Context: an optimization exercise on an open-source flow, tuned for a short achievable clock period and few clock cycles. The choices shown serve that exercise and are no tape-out recipe.
Where RTL was checked, it was by simulation tests only, not by an equivalence proof against the original.
No functional check of the RTL was part of runs 2 to 4.

File: design/flow/run.sh
#!/bin/bash
# synth_recipe.tcl (not shown) runs the flow's synth.tcl, then flattens the netlist and writes it again
# the make line also repeats each setting of config.mk as NAME=value (left out here)
make -C /OpenROAD-flow-scripts/flow DESIGN_CONFIG=/design/flow/config.mk WORK_HOME=/design/flow/orfs CLKGATE_MAP_FILE= SYNTH_SCRIPT=/design/flow/synth_recipe.tcl finish
File: design/flow/config.mk
export PLATFORM = sky130hd
export DESIGN_NAME = w450
export DESIGN_NICKNAME = w450
export VERILOG_FILES = /design/flow/design.v
export SDC_FILE = /design/flow/constraint.sdc
export NUM_CORES = 4
export LEC_CHECK = 0
export ABC_AREA = 1
export CAP_MARGIN = 20
export CORE_MARGIN = 2
export CORE_UTILIZATION = 40
export PLACE_DENSITY = 0.6
export SETUP_SLACK_MARGIN = 2.5
export SLEW_MARGIN = 20
File: design/flow/constraint.sdc
create_clock -name core_clock -period 4.5 [get_ports {clk}]
set_input_delay 0.9000 -clock core_clock [delete_from_list [all_inputs] [get_ports {clk}]]
set_output_delay 0.9000 -clock core_clock [all_outputs]
set_load 0.01 [all_outputs]
File: design/flow/design.v
module w450(mem_wr_data, mem_wr_addr, mem_wr_en, mem_rd_data1, mem_rd_addr1,
	mem_rd_data2, mem_rd_addr2, reset, clk);
	output [7:0] mem_wr_data;
	output [7:0] mem_wr_addr;
	output mem_wr_en;
	input [7:0] mem_rd_data1;
	output [7:0] mem_rd_addr1;
	input [7:0] mem_rd_data2;
	output [7:0] mem_rd_addr2;
	input reset;
	input clk;
	localparam DW = 4 + 4 + 4 + 4 + 16;
	function [DW-1:0] dec;
		input [7:0] b;
		input fw;
		reg [2:0] op; reg [1:0] fa, fb; reg d;
		reg immop, isbr, fb0, memwr, rwe, late, add, sub, mov, lm, lw;
		reg [3:0] sa, sb, we;
		reg [1:0] rdst;
		reg [15:0] rt;
		begin
			op = b[7:5]; fa = b[4:3]; fb = b[2:1]; d = b[0];
			immop = op[0] | (op[2] & op[1]);
			isbr = op[2] & op[1];
			fb0 = (fb == 2'd0);
			memwr = ~immop & ~d & fb0;
			rwe = ~isbr & ~memwr;
			rdst = (immop | d) ? fa : fb;
			sa = 4'b0001 << fa;
			sb = 4'b0001 << fb;
			we = rwe ? (4'b0001 << rdst) : 4'b0000;
			add = (op[2:1] == 2'b00);
			sub = (op[2:1] == 2'b01);
			mov = op[2];
			late = ~immop & fb0 & ~(mov & ~d);        
			lm = late & ~fw;
			lw = late & fw;
			rt[0]  = immop & add;
			rt[1]  = immop & sub;
			rt[2]  = immop & mov;
			rt[3]  = lm & add;
			rt[4]  = lm & sub & ~d;
			rt[5]  = lm & sub & d;
			rt[6]  = lm & mov;
			rt[7]  = lw & add;
			rt[8]  = lw & sub & ~d;
			rt[9]  = lw & sub & d;
			rt[10] = lw & mov;
			rt[11] = ~immop & ~late & add;
			rt[12] = ~immop & ~late & sub & ~d;
			rt[13] = ~immop & ~late & sub & d;
			rt[14] = ~immop & ~late & mov & ~d;
			rt[15] = ~immop & ~late & mov & d;
			dec = {immop, isbr, op[0], memwr, we, sa, sb, rt};
		end
	endfunction
	reg        c_immop, c_isbr, c_blt, c_memwr;
	reg [3:0]  c_we;
	reg [15:0] c_rt;
	reg [15:0] c_s0, c_s1, c_s2, c_s3;   
	reg [7:0] a1;               
	reg [7:0] pc2, pc3, pc4;    
	reg [7:0] a2;               
	reg       v;                
	reg [7:0] r0, r1, r2, r3;
	reg [7:0] ra_q, rb_q;       
	reg       wen;
	reg [7:0] waddr, wdata;
	assign mem_wr_en = wen;
	assign mem_wr_addr = waddr;
	assign mem_wr_data = wdata;
	assign mem_rd_addr1 = a1;
	assign mem_rd_addr2 = a2;
	localparam BI = 4;
	localparam BN = 1 << BI;
	reg [BN-1:0] bt_v;
	reg [7-BI:0] bt_tag [0:BN-1];
	reg [7:0]    bt_op  [0:BN-1];
	reg          fill;          
	reg [7:0]    bpc;           
	reg          bhit;          
	reg [7:0]    btop;          
	wire [7:0] d1 = mem_rd_data1;
	wire [7:0] d2 = mem_rd_data2;
	wire [7:0] ra = ra_q;
	wire [7:0] rb = rb_q;
	wire [7:0] wd = wdata;
	wire [7:0] tv [0:15];
	assign tv[0]  = d1 + ra;
	assign tv[1]  = ra - d1;
	assign tv[2]  = d1;
	assign tv[3]  = d2 + ra;
	assign tv[4]  = d2 - ra;
	assign tv[5]  = ra - d2;
	assign tv[6]  = d2;
	assign tv[7]  = wd + ra;
	assign tv[8]  = wd - ra;
	assign tv[9]  = ra - wd;
	assign tv[10] = wd;
	assign tv[11] = ra + rb;
	assign tv[12] = rb - ra;
	assign tv[13] = ra - rb;
	assign tv[14] = ra;
	assign tv[15] = rb;
	function [7:0] pick;
		input [15:0] s;
		input [127:0] t;
		integer i;
		begin
			pick = 8'h00;
			for (i = 0; i < 16; i = i + 1)
				pick = pick | ({8{s[i]}} & t[8*i +: 8]);
		end
	endfunction
	wire [127:0] tvv = {tv[15], tv[14], tv[13], tv[12], tv[11], tv[10], tv[9],
	                    tv[8], tv[7], tv[6], tv[5], tv[4], tv[3], tv[2], tv[1],
	                    tv[0]};
	wire [7:0] res = pick(c_rt, tvv);
	wire [3:0] wv = c_we & {4{v}};
	wire [7:0] r0_n = pick(c_s0 & {16{v}}, tvv) | ({8{~wv[0]}} & r0);
	wire [7:0] r1_n = pick(c_s1 & {16{v}}, tvv) | ({8{~wv[1]}} & r1);
	wire [7:0] r2_n = pick(c_s2 & {16{v}}, tvv) | ({8{~wv[2]}} & r2);
	wire [7:0] r3_n = pick(c_s3 & {16{v}}, tvv) | ({8{~wv[3]}} & r3);
	wire cond = c_blt ? (ra < rb) : (ra == rb);
	wire taken = v & c_isbr & cond;
	wire pt = v & c_isbr & bhit;                
	wire [7:0] tgt  = pc2 + d1;
	wire [7:0] tgt1 = pc3 + d1;
	wire [7:0] tgt2 = pc4 + d1;
	wire       seq1 = ~v | ~c_immop;              
	wire [7:0] nbs = seq1 ? d1 : d2;
	wire       wen_n = v & c_memwr;
	wire [DW-1:0] dn = pt ? dec(btop, 1'b0) : dec(nbs, wen_n);
	wire       n_immop = dn[DW-1];
	wire [3:0] n_we = dn[DW-5:DW-8];
	wire [3:0] n_sa = dn[DW-9:DW-12];
	wire [3:0] n_sb = dn[DW-13:DW-16];
	wire [15:0] n_rt = dn[15:0];
	wire       v_n = ~v | ~c_isbr | (cond == bhit);
	wire [3:0] fa_w = n_sa & wv;
	wire [3:0] fb_w = n_sb & wv;
	wire       fwa = |fa_w;
	wire       fwb = |fb_w;
	wire [7:0] ra_n = pick(c_rt & {16{fwa}}, tvv) |
		({8{n_sa[0] & ~fwa}} & r0) | ({8{n_sa[1] & ~fwa}} & r1) |
		({8{n_sa[2] & ~fwa}} & r2) | ({8{n_sa[3] & ~fwa}} & r3);
	wire [7:0] rb_n = pick(c_rt & {16{fwb}}, tvv) |
		({8{n_sb[0] & ~fwb}} & r0) | ({8{n_sb[1] & ~fwb}} & r1) |
		({8{n_sb[2] & ~fwb}} & r2) | ({8{n_sb[3] & ~fwb}} & r3);
	wire [7:0] pc2_n = !v ? a1 + 8'd2 : pt ? tgt2 :
	                   c_immop ? pc4 : pc3;
	wire [7:0] pc3_n = !v ? a1 + 8'd3 : pt ? tgt2 + 8'd1 :
	                   c_immop ? pc4 + 8'd1 : pc4;
	wire [7:0] pc4_n = !v ? a1 + 8'd4 : pt ? tgt2 + 8'd2 :
	                   c_immop ? pc4 + 8'd2 : pc4 + 8'd1;
	wire [7:0] a2_n = ({8{n_immop}} & pc2_n) |
		pick(c_s0 & {16{v & ~n_immop}}, tvv) | ({8{~n_immop & ~wv[0]}} & r0);
	wire [7:0] a1_t = bhit ? tgt1 : tgt;
	wire [7:0] a1_s = !v ? a1 + 8'd1 : (c_isbr & bhit) ? pc2 :
	                  c_immop ? pc3 : pc2;
	wire [7:0] a1_n = taken ? a1_t : a1_s;
	wire [7:0] lpc = !v ? a1 + 8'd1 : c_immop ? pc3 : pc2;
	wire [BI-1:0] lidx = lpc[BI-1:0];
	wire lhit = bt_v[lidx] & (bt_tag[lidx] == lpc[7:BI]);
	always @(posedge clk or posedge reset) begin
		if (reset) begin
			a1 <= 8'h00;
			v <= 1'b0;
			wen <= 1'b0;
			fill <= 1'b0;
			bhit <= 1'b0;
			bt_v <= {BN{1'b0}};
		end else begin
			v <= v_n;
			wen <= wen_n;
			a1 <= a1_n;
			bhit <= lhit & ~pt;
			fill <= taken & ~bhit;
			if (!v & fill) bt_v[bpc[BI-1:0]] <= 1'b1;
		end
	end
	always @(posedge clk) begin
		c_immop <= n_immop;
		c_isbr <= dn[DW-2];
		c_blt <= dn[DW-3];
		c_memwr <= dn[DW-4];
		c_we <= n_we;
		c_rt <= n_rt;
		c_s0 <= n_rt & {16{n_we[0]}};
		c_s1 <= n_rt & {16{n_we[1]}};
		c_s2 <= n_rt & {16{n_we[2]}};
		c_s3 <= n_rt & {16{n_we[3]}};
		ra_q <= ra_n;
		rb_q <= rb_n;
		pc2 <= pc2_n;
		pc3 <= pc3_n;
		pc4 <= pc4_n;
		a2 <= a2_n;
		btop <= bt_op[lidx];
		if (v & c_isbr) bpc <= a1;
		if (!v & fill) begin
			bt_tag[bpc[BI-1:0]] <= bpc[7:BI];
			bt_op[bpc[BI-1:0]] <= d1;
		end
		waddr <= r0;
		wdata <= res;
		r0 <= r0_n;
		r1 <= r1_n;
		r2 <= r2_n;
		r3 <= r3_n;
	end
endmodule
==> impl_results.md, run 1 <==
* Initial antenna violation count at 5
* Most used DFF post-synth: edfxtp_1
* Initial Utilization at 40.33%
* CTS Sinks at 420
* Synth area leaders: edfxtp_1, dfxtp_1, nand2_1
* Cells after Synth at 3,283
* Vias in the first global route at 28,040
* Clock skew at 0.04348 ns
* Slowest library cell on the worst path: dfrtp_4
* Largest net degree at the start of global routing at 37
* CTS tree: done
* Layout area overhead at 61.33%
* Share of post-route cells with drive strength above 1 at 44.89%
* Crit path launch: v
* Final setup vio count at 0
* First-pass GRT wire length at 218.6 mm
* Async set-reset flop share out of synthesis at 6.667%
* Synth unique cells at 65
* Vias at 30,520
* Final slew viol count at 0
* Crit Path Max Fanout at 7
* Remaining antenna violation count after routing at 0
* Most frequent cells in the layout: nand2_1, buf_4, nor2_1, inv_1, edfxtp_1
* Post-DP HPWL at 109.8 mm
* Syn Std Cell Area at 25,350 um2
* Total GRT Usage at 47.79%
* Top-area cell type share of the netlist area at 23.81%
* Number of buffers created by CTS at 48
* Die Height at 255.7 um
* CP peak stage delay at 0.56 ns
* Post-route minimum period at 2.603 ns
* Iteration-0 DRC Markers at 4,463
* PortBufs at 50
* Num ports at 51
* Routability cong. at 1.105
* Yosys warnings at 1
* Nets at 4,092
* Setup_tns at 0 ns
* Slew HR at 22.68%
* First drt pass iteration count at 9
* Status: no timing/DRC/antenna violations
* Worst Path Class, Setup: flip-flop to flip-flop
* RSZ-0062 raised after global routing: yes
* Layout Utilization at 65.07%
* R2R depth at 15
* FF+latch count, synth at 420
* Die width at 255.7 um
* Critical path arrival at 3.15 ns
* Clock latency at the later pin of the worst-skew pair at 0.64 ns
* Endpoints failing hold at 0
* Max-capacitance violation count at 0
* # DRC at 0
* Core area at 62,850 um2
* CTS root buf: clkbuf_16
* Worst Setup End Kind: flip-flop
* Worst Hold Class: flip-flop to flip-flop
* # rows at 92
* CTS H-tree depth at 2
* Period utilisation layout at 57.85%
* Reg-to-Reg Start: v
* Mapped Avg Cell Area at 7.721 um2
* Clock transition at path regs at 0.06 ns
* CP cell instances: buf_12 -> buf_16 -> nor2_4 -> inv_2 -> o21ai_4 -> buf_4 -> buf_12 -> nand3_1 -> nand3_2 -> nand3_4 -> nand3_1 -> nand2_1 -> nor2_1 -> nand2_1 -> nor2_1
* R2r endpoint: bhit
* Placed cell areas at 28,330 um2
* Post-place setup slack at 0.5577 ns
* Grt ovf at 0
* Fmax at 384.1 MHz
* End point of the critical path: bhit
* Most common cell after layout, fill and taps aside: nand2_1
* Vias/cell at 6.302
* Wirelength per Cell at 34.38 um
* Die area at 65,400 um2
* Reg2reg setup slack at 1.90 ns
* Fill cells at 5,005
* Actual slew at the worst max-slew pin at 1.158 ns
* Design area at 40,900 um2
* Post-synth EDFFs at 201
* Final wirelength at 166.5 mm
* CTS Buffer Depth at 3
* Required @ worst endpoint at 5.05 ns
* Post-synthesis sequential area ratio at 41.66%
* Final WS setup at 1.897 ns
* Startpoint Class: flip-flop
* Synth area leader: edfxtp_1
repair_timing:
item                                    in CTS  in global routing
buffers inserted                           320                178
resized for setup                         1124                602
hold buffers                                 0                  0
gates cloned                                25                 12
pin swaps                                  209                270
endpoints found under the setup margin     415                358
registers in the layout (all words and copies together), names as in the netlist, 16 cells and up:
signal	cells
bt_op	128
bt_tag	64
bt_v	16
c_rt	16
c_s0	16
c_s1	16
c_s2	16
c_s3	16
critical path: cells and delay by family (launching register included):
kind,cells,cell delay (ns)
DFF,1,0.56
AOI/OAI and AO/OA,1,0.16
and+or+nand+nor,9,1.06
buffers and inverters,5,0.73
metal layers:
metal	share of wire [%]	vias to the layer above	global-route usage, %
met1	35	14660	58.14
li1	-	12550	-
met3	14	819	16.96
met4	10	14	36.60
met5	0.20	-	1.754
met2	41	2472	68.85
final cells by class:
| class | count | area, um2 | share of cell area [%] |
|---|---|---|---|
| Multi-Input combinational cell | 2388 | 18180 | 44.45 |
| Sequential cell | 420 | 10660 | 26.07 |
| Timing Repair Buffer | 696 | 7387 | 18.06 |
| Inverter | 394 | 1897 | 4.638 |
| Clock buffer | 68 | 1371 | 3.353 |
| Tap cell | 846 | 1059 | 2.588 |
| Clock inverter | 22 | 275.3 | 0.6731 |
| Timing Repair inverter | 6 | 62.56 | 0.1530 |
| Antenna cell | 3 | 7.507 | 0.01836 |
cell families after synthesis:
| kind of cell | count (synthesis) | synth area share, % |
|---|---|---|
| xor gates and xnor gates | 66 | 2.280 |
| other | 1 | 0.01479 |
| and+or+nand+nor | 1560 | 26.00 |
| DFF | 420 | 41.66 |
| AOI/OAI and AO/OA | 626 | 15.71 |
| buffers and inverters | 490 | 8.031 |
| adders and majority gates | 120 | 6.308 |
worst min-delay path by stage:
stage	from	endpoint	slack [ns]	cells past startpoint
finish	r0[0]	waddr[0]	0.40	0
global route	r0[0]	waddr[0]	0.39	0
CTS	r0[0]	waddr[0]	0.40	0
detailed placement	r0[0]	waddr[0]	0.40	0
global placement	r0[0]	waddr[0]	0.39	0
floorplan	r0[5]	waddr[5]	0.33	0
stage by stage:
step                      cells  hold slack [ns]
after CTS                  4650           0.3966
final                      4843           0.4030
after global routing       4841           0.3946
after detailed placement   4215           0.3967
after global placement     4215           0.3919
after floorplan            3292           0.3308
Yosys cell counts, types with 22 or more instances:
cell type,instances
a21oi_1,118
buf_2,40
clkbuf_1,24
dfrtp_1,28
dfxtp_1,191
edfxtp_1,201
ha_1,107
inv_1,382
nand2_1,755
nand2_2,23
nand3_1,264
nand4_1,52
nor2_1,379
nor3_1,35
o2111ai_1,23
o211ai_1,31
o21ai_0,178
o21bai_1,22
o22ai_1,114
xor2_1,56
Testbench counts, summed over its fixed seeds: cycles 21,021.
==> inputs of run 2 (changes only) <==
==> design/flow/design.v (replaced) <==
module w450(mem_wr_data, mem_wr_addr, mem_wr_en, mem_rd_data1, mem_rd_addr1,
	mem_rd_data2, mem_rd_addr2, reset, clk);
	output [7:0] mem_wr_data;
	output [7:0] mem_wr_addr;
	output mem_wr_en;
	input [7:0] mem_rd_data1;
	output [7:0] mem_rd_addr1;
	input [7:0] mem_rd_data2;
	output [7:0] mem_rd_addr2;
	input reset;
	input clk;
	reg [7:0] pc, pc1, pc2;    
	reg [7:0] nb;              
	reg       v;
	reg [7:0] r0, r1, r2, r3;
	reg       wen;
	reg [7:0] waddr, wdata;
	assign mem_wr_en = wen;
	assign mem_wr_addr = waddr;
	assign mem_wr_data = wdata;
	wire [2:0] op = nb[7:5];
	wire [1:0] fa = nb[4:3];
	wire [1:0] fb = nb[2:1];
	wire       d  = nb[0];
	wire immop = op[0] | (op[2] & op[1]);
	assign mem_rd_addr1 = v ? pc1 : pc;
	assign mem_rd_addr2 = (immop | ~v) ? pc2 : r0;
	reg [7:0] ra, rb;
	always @* begin
		case (fa)
			2'd0: ra = r0; 2'd1: ra = r1; 2'd2: ra = r2; default: ra = r3;
		endcase
		case (fb)
			2'd0: rb = r0; 2'd1: rb = r1; 2'd2: rb = r2; default: rb = r3;
		endcase
	end
	wire [7:0] mval = wen ? wdata : mem_rd_data2;
	wire [7:0] imm  = mem_rd_data1;
	wire       fb0  = (fb == 2'd0);
	reg [7:0] x, y;
	always @* begin
		if (immop) begin
			x = ra; y = imm;
		end else if (d) begin
			x = ra; y = fb0 ? mval : rb;
		end else begin
			x = fb0 ? mval : rb; y = ra;
		end
	end
	reg [7:0] res;
	always @* begin
		case (op[2:1])
			2'b00: res = x + y;
			2'b01: res = x - y;
			default: res = y;
		endcase
	end
	wire isbr  = op[2] & op[1];
	wire taken = isbr & (op[0] ? (ra < rb) : (ra == rb));
	wire memwr = ~immop & ~d & fb0;
	wire rwe   = ~isbr & ~memwr;
	wire [1:0] rdst = (immop | d) ? fa : fb;
	always @(posedge clk or posedge reset) begin
		if (reset) begin
			pc <= 8'h00; pc1 <= 8'h01; pc2 <= 8'h02;
			v <= 1'b0;
			wen <= 1'b0;
			nb <= 8'h00;
		end else if (!v) begin
			nb <= mem_rd_data1;
			v <= 1'b1;
			pc1 <= pc + 8'd1;
			pc2 <= pc + 8'd2;
			wen <= 1'b0;
		end else begin
			wen <= memwr;
			if (taken) begin
				pc <= pc2 + imm;
				v <= 1'b0;
			end else if (immop) begin
				pc <= pc2;
				pc1 <= pc + 8'd3;
				pc2 <= pc + 8'd4;
				nb <= mem_rd_data2;
			end else begin
				pc <= pc1;
				pc1 <= pc2;
				pc2 <= pc + 8'd3;
				nb <= mem_rd_data1;
			end
		end
	end
	always @(posedge clk) begin
		if (v & memwr) begin
			waddr <= r0;
			wdata <= res;
		end
		if (v & rwe) begin
			case (rdst)
				2'd0: r0 <= res;
				2'd1: r1 <= res;
				2'd2: r2 <= res;
				default: r3 <= res;
			endcase
		end
	end
endmodule
==> design/flow/config.mk (replaced) <==
export PLATFORM = sky130hd
export DESIGN_NAME = w450
export DESIGN_NICKNAME = w450
export VERILOG_FILES = /design/flow/design.v
export SDC_FILE = /design/flow/constraint.sdc
export NUM_CORES = 4
export LEC_CHECK = 0
export CAP_MARGIN = 20
export CORE_MARGIN = 2
export CORE_UTILIZATION = 40
export PLACE_DENSITY = 0.6
export SLEW_MARGIN = 20
==> impl_results.md, run 2 <==
* Reg-to-Reg Start: wen
* Endpoints failing hold at 0
* Hold depth at 0
* Post-DP HPWL at 10.99 mm
* Total GRT Usage at 21.33%
* Crit Path Max Fanout at 5
* Met3 WL at 646 um
* CTS Buffer Depth at 2
* Final wirelength at 15.26 mm
* Post-route minimum period at 4.307 ns
* Most common cell after layout, fill and taps aside: nand2_1
* Most used DFF post-synth: edfxtp_1
* DR top layer: met4
* First-pass GRT wire length at 24.24 mm
* Most frequent cells in the layout: nand2_1, clkdlybuf4s50_1, edfxtp_1, nor2_1, buf_4
* Worst Hold Class: flip-flop to flip-flop
* Layout Utilization at 50.58%
* Worst Path Class, Setup: input port to flip-flop
* Remaining antenna violation count after routing at 0
* Clock skew at 0.007943 ns
* Cells after DPL at 775
* Required @ worst endpoint at 4.54 ns
* Met1 WL at 6.648 mm
* Fmax at 232.2 MHz
* R2r endpoint: r1[7]
* # rows at 43
* Die area at 15,390 um2
* Reg2reg setup slack at 0.36 ns
* Num ports at 51
* Synth unique cells at 50
* CTS root buf: clkbuf_16
* Yosys warnings at 1
* Post-synth EDFFs at 48
* Vias at 4,430
* Grt ovf at 0
* Nets at 657
* Post-synthesis sequential area ratio at 39.79%
* Vias in the first global route at 4,499
* # DRC at 0
* Syn Std Cell Area at 5767 um2
* Fin cells at 797
* CTS tree: done
* Final slew viol count at 0
* Setup_tns at 0 ns
* Slew HR at 31.69%
* FF+latch count, synth at 82
* Hold EP: waddr[7]
* Most common cell in the netlist: nand2_1
* Routability cong. at 0.9452
* Wirelength per Cell at 19.15 um
* Core area at 13,990 um2
* Antenna diodes at 0
* Startpoint Class: input port
* Clock transition at path regs at 0.06 ns
* First drt pass iteration count at 4
* Worst Setup End Kind: flip-flop
* Share of post-route cells with drive strength above 1 at 22.69%
* CTS Sinks at 82
* PortBufs at 50
* Clock latency at the later pin of the worst-skew pair at 0.36 ns
* Initial Utilization at 41.23%
* Vias/cell at 5.558
* Initial antenna violation count at 0
* Mapped Avg Cell Area at 10.64 um2
* Die width at 124.1 um
* Met2 wire len at 7.622 mm
* Synth area leader: edfxtp_1
* Number of buffers created by CTS at 9
* Status: no timing/DRC/antenna violations
* CTS H-tree depth at 3
* Top-area cell type share of the netlist area at 24.99%
* WHS at 0.5128 ns
* Beginning of the worst hold path: r0[7]
* Actual slew at the worst max-slew pin at 1.025 ns
* Iteration-0 DRC Markers at 355
* Largest net degree at the start of global routing at 59
* Layout area overhead at 22.69%
* Max-capacitance violation count at 0
* Final setup vio count at 0
* Cells after Synth at 542
* Period utilisation layout at 95.71%
* Critical path arrival at 4.35 ns
* Async set-reset flop share out of synthesis at 41.46%
* Synth area leaders: edfxtp_1, dfrtp_1, mux4_2
* List of most frequent post-synthesis cells: nand2_1, edfxtp_1, nor2_1
* Die Height at 124.1 um
* R2R depth at 16
==> run 2: cell count changes in the layout (fill, tap and decap cells not counted), sizes merged, moves of 82 or more <==
| cell | delta |
|---|---|
| buf | -628 |
| edfxtp | -153 |
| ha | -82 |
| o21ai | -169 |
| o22ai | -115 |
| nand2 | -711 |
| a21oi | -99 |
| inv | -326 |
| nor2 | -352 |
| dfxtp | -191 |
| nand3 | -254 |
==> run 2: layout make-up <==
type	instances	area [um2]
Clock buffer	11	242.7
Clock inverter	5	101.3
Fill cell	1259	6913
Inverter	19	71.32
Multi-Input combinational cell	408	3318
Sequential cell	82	2296
Tap cell	180	225.2
Timing Repair Buffer	92	820.8
==> run 2: how the worst max path moves through the flow <==
stage                     from        to  depth (start not counted)
2_1_floorplan  mem_rd_data2[3]     r0[7]                         14
3_3_place_gp   mem_rd_data2[3]  wdata[7]                         16
3_5_place_dp   mem_rd_data2[3]     r0[7]                         16
4_1_cts        mem_rd_data2[3]     r1[7]                         16
5_1_grt        mem_rd_data2[4]     r1[7]                         16
6_report       mem_rd_data2[4]     r1[7]                         16
==> run 2: kinds of logic after synthesis <==
kind of cell | after synthesis | synth area share (%)
XOR/XNOR | 38 | 5.771
flip-flops | 82 | 39.79
multiplexers | 83 | 20.68
buffers and inverters | 52 | 3.688
AO/OA/AOI/OAI | 94 | 10.91
adder cells (fa/ha/maj) | 27 | 6.118
AND/OR/NAND/NOR | 166 | 13.04
==> run 2: metal layers <==
layer,up-vias,global-route usage [%]
li1,2115,-
met3,26,4.258
met1,2211,26.84
met2,78,35.55
met4,0,9.410
met5,-,0
==> run 2: timing repair <==
action	in CTS	in global routing
buffers inserted	0	5
hold buffers	0	0
gates resized for setup	0	21
setup endpoints to repair	0	15
==> run 2: per-stage QoR <==
stage | area (um2) | worst slack, ns
2_1_floorplan | 5767 | 0.3546
3_3_place_gp | 6623 | -0.2963
3_5_place_dp | 6623 | -0.3557
4_1_cts | 6967 | 0.007165
5_1_grt | 7076 | -0.002184
6_report | 7076 | 0.1928
==> run 2: worst max-delay path, cell delays in order <==
cell             delay [ns]
clkdlybuf4s50_1        0.46
mux2_2                 0.29
mux4_2                 0.48
mux2i_1                0.16
o21ai_1                0.11
nor4_2                 0.24
buf_4                  0.15
nor2_1                 0.04
xor2_1                 0.22
ha_1                   0.29
nor2_1                 0.11
nor2_1                 0.06
a31oi_2                0.24
xnor2_2                0.17
mux2i_1                0.21
nand4_1                0.21
==> inputs of run 3 (changes only) <==
--- a/design/flow/config.mk
+++ b/design/flow/config.mk
@@ -5,8 +5,10 @@
 export SDC_FILE = /design/flow/constraint.sdc
 export NUM_CORES = 4
 export LEC_CHECK = 0
+export ABC_CLOCK_PERIOD_IN_PS = 1500
 export CAP_MARGIN = 20
 export CORE_MARGIN = 2
 export CORE_UTILIZATION = 40
 export PLACE_DENSITY = 0.6
+export SETUP_SLACK_MARGIN = 2.5
 export SLEW_MARGIN = 20
==> impl_results.md, run 3 <==
* Largest net degree at the start of global routing at 35
* Initial antenna violation count at 0
* CP cell instances: buf_6 -> mux2_4 -> mux4_2 -> mux2i_2 -> o21ai_2 -> or2_4 -> o21ai_2 -> xor2_1 -> ha_1 -> nand2_1 -> o211ai_1 -> a31oi_2 -> xnor2_2 -> mux2i_1 -> nand4_1
* Max-capacitance violation count at 0
* Grt ovf at 0
* Cells after Synth at 542
* FF+latch count, synth at 82
* CTS root buf: clkbuf_16
* Routability cong. at 0.9141
* Fill cells at 1,126
* Antenna diodes at 0
* Synth area leader: edfxtp_1
* Startpoint Class: input port
* Reg area at 2308 um2
* PortBufs at 50
* Vias/cell at 5.550
* Die width at 124.1 um
* # DRC at 0
* Synth area leaders: edfxtp_1, dfrtp_1, mux4_2
* Post-route minimum period at 4.003 ns
* Worst Path Class, Setup: input port to flip-flop
* Worst Setup End Kind: flip-flop
* WP buf/inv at 1
* Final slew viol count at 0
* Clock transition at path regs at 0.06 ns
* Endpoints failing hold at 0
* Crit Path Max Fanout at 5
* Total GRT Usage at 23.69%
* Syn Std Cell Area at 5767 um2
* CP peak stage delay at 0.48 ns
* Post-DP HPWL at 11.15 mm
* Num ports at 51
* Crit-path most repeated cell: o21ai_2
* Core area at 13,990 um2
* Die Height at 124.1 um
* Fmax at 249.8 MHz
* Post-synthesis sequential area ratio at 39.79%
* Post-synth EDFFs at 48
* Async set-reset flop share out of synthesis at 41.46%
* Worst Hold Class: flip-flop to flip-flop
* Design area at 8152 um2
* Wirelength per Cell at 20.13 um
* Synth unique cells at 50
* Slew HR at 60.82%
* CTS tree: done
* # rows at 43
* Most frequent cells in the layout: nand2_1, buf_4, edfxtp_1, nor2_1, buf_6
* First drt pass iteration count at 5
* Most common cell after layout, fill and taps aside: nand2_1
* Vias at 4,751
* Actual slew at the worst max-slew pin at 0.5816 ns
* Vias in the first global route at 4,807
* Remaining antenna violation count after routing at 0
* Clock skew at 0.004414 ns
* Multi-input gate area at 3701 um2
* Initial Utilization at 41.23%
* First-pass GRT wire length at 26.69 mm
* Clock latency at the later pin of the worst-skew pair at 0.36 ns
* Final wirelength at 17.23 mm
* Placed cell areas at 6770 um2
* Number of buffers created by CTS at 9
* Iteration-0 DRC Markers at 432
* Nets at 716
* Critical path arrival at 4.04 ns
* Layout area overhead at 41.35%
* Top-area cell type share of the netlist area at 24.99%
* Status: no timing/DRC/antenna violations
* List of most frequent post-synthesis cells: nand2_1, edfxtp_1, nor2_1
* Most used DFF post-synth: edfxtp_1
* Slowest library cell on the worst path: mux4_2
* Period utilisation layout at 88.95%
* WHS at 0.5274 ns
* CTS Buffer Depth at 2
* Required @ worst endpoint at 4.54 ns
* Share of post-route cells with drive strength above 1 at 40.24%
* Final setup vio count at 0
* RSZ-0062 raised after global routing: yes
* Delay-heaviest family, CP: multiplexers
* CTS H-tree depth at 3
* Most common cell in the netlist: nand2_1
* Final WS setup at 0.4972 ns
* Post-place setup slack at -0.2076 ns
* CTS Sinks at 82
* Mapped Avg Cell Area at 10.64 um2
* Yosys warnings at 1
* Die area at 15,390 um2
[run 3: cell count changes in the layout (fill, tap and decap cells not counted), moves of 11 or more]
| cell | previous run | this run |
|---|---|---|
| dlygate4sd2_1 | 0 | 16 |
| buf_6 | 0 | 37 |
| nand2_1 | 73 | 60 |
| clkdlybuf4s50_1 | 48 | 12 |
| nand2_2 | 0 | 11 |
| buf_4 | 41 | 59 |
[run 3: cells by family after synthesis]
family,after synthesis,synth area share [%]
compound gates,94,10.91
xor+xnor,38,5.771
fa+ha+maj,27,6.118
buf+inv,52,3.688
flops,82,39.79
mux,83,20.68
simple gates,166,13.04
[run 3: repair_timing]
item	CTS	global route
setup endpoints to repair	154	129
cloned	4	0
pin swaps	41	25
setup buffers	44	22
resized for setup	144	48
hold buffers	0	0
[run 3: metal layers]
layer | GRT usage, % | wire length [um] | vias up
li1 | - | - | 2241
met2 | 40.40 | 8764 | 107
met3 | 4.487 | 668 | 34
met5 | 0 | 0 | -
met4 | 10.46 | 503 | 0
met1 | 29.14 | 7292 | 2369
[run 3: area by class of cell]
type / instances / area share, %
clock buffers: 9 / 2.763
repair buffers: 150 / 18.56
inverters: 19 / 0.8749
flip-flops and latches: 82 / 28.32
clock inverters: 7 / 1.320
well taps: 180 / 2.763
multi-input cells: 409 / 45.40
[run 3: final timing paths]
check | from | endpoint | slack [ns] | cells past startpoint
worst max-delay path | mem_rd_data2[0] | wdata[7] | 0.50 | 15
worst min-delay path | r0[1] | waddr[1] | 0.53 | 0
worst max register to register | wen | wdata[7] | 0.53 | 15
worst min register to register | r0[1] | waddr[1] | 0.53 | 0
max in group asynchronous | reset | nb[4] | 3.18 | 3
min in group asynchronous | reset | pc1[1] | 0.96 | 3
[run 3: stage by stage]
stage / cells / utilization [%] / TNS (ns)
6_report: 856 / 58.27 / 0
3_5_place_dp: 770 / 48.40 / -1.041
5_1_grt: 856 / 58.27 / 0
2_1_floorplan: 542 / - / 0
3_3_place_gp: 770 / 48.40 / -0.4187
4_1_cts: 834 / 55.88 / 0
==> inputs of run 4 (changes only) <==
--- a/design/flow/design.v
+++ b/design/flow/design.v
@@ -13,6 +13,15 @@
 	reg [7:0] nb;              
 	reg       v;
 	reg [7:0] r0, r1, r2, r3;
+	localparam BI = 4;
+	localparam BN = 1 << BI;
+	reg [BN-1:0] bt_v;
+	reg [7-BI:0] bt_tag [0:BN-1];
+	reg [7:0]    bt_op  [0:BN-1];
+	reg          fill;         
+	reg [7:0]    bpc;          
+	wire [BI-1:0] bidx = pc[BI-1:0];
+	wire bhit = bt_v[bidx] & (bt_tag[bidx] == pc[7:BI]);
 	reg       wen;
 	reg [7:0] waddr, wdata;
 	assign mem_wr_en = wen;
@@ -66,17 +75,25 @@
 			v <= 1'b0;
 			wen <= 1'b0;
 			nb <= 8'h00;
+			fill <= 1'b0;
+			bt_v <= {BN{1'b0}};
 		end else if (!v) begin
 			nb <= mem_rd_data1;
 			v <= 1'b1;
 			pc1 <= pc + 8'd1;
 			pc2 <= pc + 8'd2;
 			wen <= 1'b0;
+			fill <= 1'b0;
+			if (fill) bt_v[bpc[BI-1:0]] <= 1'b1;
 		end else begin
 			wen <= memwr;
 			if (taken) begin
 				pc <= pc2 + imm;
-				v <= 1'b0;
+				pc1 <= pc + 8'd3 + imm;
+				pc2 <= pc + 8'd4 + imm;
+				v <= bhit;
+				nb <= bt_op[bidx];
+				fill <= ~bhit;
 			end else if (immop) begin
 				pc <= pc2;
 				pc1 <= pc + 8'd3;
@@ -91,6 +108,11 @@
 		end
 	end
 	always @(posedge clk) begin
+		if (v & taken) bpc <= pc;
+		if (!v & fill) begin
+			bt_tag[bpc[BI-1:0]] <= bpc[7:BI];
+			bt_op[bpc[BI-1:0]] <= mem_rd_data1;
+		end
 		if (v & memwr) begin
 			waddr <= r0;
 			wdata <= res;
==> impl_results.md, run 4 <==
* Most common cell after layout, fill and taps aside: edfxtp_1
* Most common cell in the netlist: edfxtp_1
* Grt ovf at 0
* Nets at 1,281
* Die area at 38,460 um2
* Period utilisation layout at 80.32%
* PortBufs at 50
* # rows at 70
* Total GRT Usage at 21.56%
* CTS H-tree depth at 2
* Clock latency at the later pin of the worst-skew pair at 0.52 ns
* Clock skew at 0.01622 ns
* Async set-reset flop share out of synthesis at 17.06%
* Reg-to-Reg Start: wen
* Vias at 9,677
* Die width at 196.1 um
* Yosys warnings at 1
* Vias in the first global route at 9,893
* Required @ worst endpoint at 4.75 ns
* CTS Buffer Depth at 3
* Clock transition at path regs at 0.06 ns
* Die Height at 196.1 um
* Largest register FFs at 128
* Synth area leaders: edfxtp_1, mux4_2, dfrtp_1
* Final slew viol count at 0
* Mapped Avg Cell Area at 14.67 um2
* Remaining antenna violation count after routing at 0
* Number of buffers created by CTS at 35
* Initial antenna violation count at 0
* Largest net degree at the start of global routing at 32
* Post-DP HPWL at 25.06 mm
* First-pass GRT wire length at 61.75 mm
* CTS root buf: clkbuf_16
* Most frequent cells in the layout: edfxtp_1, buf_4, mux4_2, nor2_1
* Critical path arrival at 3.87 ns
* Crit Path Max Fanout at 5
* Fmax at 276.7 MHz
* Slew HR at 54.01%
* CTS Sinks at 299
* First drt pass iteration count at 5
* Setup_tns at 0 ns
* Num ports at 51
* Layout area overhead at 30.15%
* Actual slew at the worst max-slew pin at 0.6878 ns
* # DRC at 0
* RSZ-0062 raised after global routing: yes
* Worst Path Class, Setup: input port to flip-flop
* Endpoints failing hold at 0
* Top-area cell type share of the netlist area at 50.44%
* List of most frequent post-synthesis cells: edfxtp_1, nor2_1, mux4_2
* Initial Utilization at 40.52%
* Iteration-0 DRC Markers at 835
* CTS tree: done
* Core area at 36,430 um2
* Startpoint Class: input port
* Antenna diodes at 0
* Share of post-route cells with drive strength above 1 at 39.55%
* Routability cong. at 0.8439
* WHS at 0.4548 ns
* Most used DFF post-synth: edfxtp_1
* Synth unique cells at 69
* Syn Std Cell Area at 14,760 um2
* Final setup vio count at 0
* Post-route minimum period at 3.615 ns
* Post-synthesis sequential area ratio at 59.11%
* Post-synth EDFFs at 248
* Fill cells at 2,976
* Layout Utilization at 52.73%
* Worst Hold Class: flip-flop to flip-flop
* Worst Setup End Kind: flip-flop
* Synth area leader: edfxtp_1
* Vias/cell at 5.669
* Status: no timing/DRC/antenna violations
* Final wirelength at 40.75 mm
* FF+latch count, synth at 299
* Beginning of the worst hold path: bt_v[14]
* Max-capacitance violation count at 0
* Wirelength per Cell at 23.87 um
* Cells after Synth at 1,006
* Crit path launch: mem_rd_data2[0]
run 4: cell count changes in the layout (fill, tap and decap cells not counted), sizes merged, moves of 17 or more:
cell    previous run  this run
clkbuf            10        48
ha                25        45
buf              111       198
edfxtp            48       248
xnor2             21        44
dfrtp             32        49
nor2              41        84
mux2              41        23
mux4              23        83
a21oi             20        45
a21o               9        28
run 4: routing by layer:
layer,share of wire (%),vias up,GRT usage (%)
li1,-,4300,-
met1,43,5002,29.96
met2,48,305,34.90
met3,6.5,70,3.971
met4,2.7,0,6.145
met5,0,-,0
run 4: final cells by class:
class	count	area, um2	share of cell area (%)
tap	468	585.6	3.048
timing repair buffer	220	2176	11.32
multi-input combinational	626	6422	33.43
clock buffer	47	960.9	5.001
clock inverter	15	162.7	0.8466
sequential	299	8757	45.58
timing repair inverter	1	8.758	0.04558
inverter	31	140.1	0.7294
run 4: cells by family after synthesis:
group | count (synthesis) | synth area share (%)
buffers and inverters | 84 | 2.449
XOR/XNOR | 64 | 3.797
multiplexers | 122 | 15.50
adder cells (fa/ha/maj) | 51 | 4.500
AO/OA/AOI/OAI | 166 | 7.857
AND/OR/NAND/NOR | 220 | 6.789
flip-flops | 299 | 59.11
run 4: stage by stage:
step,setup slack [ns],instances,instance area (um2)
3_3_place_gp,-0.01884,1529,16330
5_1_grt,0.7047,1707,19210
2_1_floorplan,0.5323,1006,15190
6_report,0.8855,1707,19210
4_1_cts,0.8372,1686,18900
3_5_place_dp,-0.06630,1529,16330
run 4: critical path, stage by stage:
cell and delay [ns]:
dlygate4sd2_1 0.24, mux2_4 0.26, mux4_2 0.51, a21oi_4 0.21, buf_4 0.14, inv_1 0.04
ha_1 0.24, fa_1 0.43, nor2b_1 0.13, o21a_1 0.14, nor2_1 0.05, xnor2_1 0.13
nor2_1 0.06, a21oi_1 0.39
run 4: final timing paths:
check                      cells past startpoint        to  slack [ns]
min in group asynchronous                      2    pc1[6]        0.81
min reg2reg                                    1  bt_v[14]        0.45
max reg2reg                                   14  wdata[7]        0.89
min                                            1  bt_v[14]        0.45
max                                           14     r0[4]        0.89
max in group asynchronous                      3         v        2.89
run 4: timing repair:
action | 4_1_cts | 5_1_grt
pin swaps | 53 | 36
setup buffers | 88 | 21
setup endpoints to repair | 272 | 173
gates resized for setup | 279 | 39
gates cloned | 7 | 0
hold buffers | 0 | 0

-- what the ideal ports hide --
The flow's constraints put no driver on any port. The routed layouts listed below were extracted and timed again, unchanged, in two steps.
Step 1: set_driving_cell puts a clkbuf_16 on clk and a buf_2 on each other input, an assumption about the parent block.
Step 2 moves the port delays by t, midway between the first and last clock arrival at a register: inputs arrive t later, outputs are due t later. That takes back most of the time a late clock gives input paths.
Slacks: ideal / step 1 / step 2; pairs: ideal / step 1.
run	t (ns)	setup slack, ns	latest minus earliest clock arrival (ns)
run 1	0.685	1.897 / 1.897 / 1.215	0.048 / 0.048
run 2	0.391	0.193 / 0.210 / -0.181	0.008 / 0.008
run 3	0.393	0.497 / 0.502 / 0.109	0.005 / 0.004
run 4	0.561	0.885 / 0.893 / 0.352	0.019 / 0.019
Met with ideal ports but missed after step 2: setup timing in run 2. For run 1, which loses most, drivers alone change the setup slack by 0.000 ns; drivers and shift together by -0.682 ns.
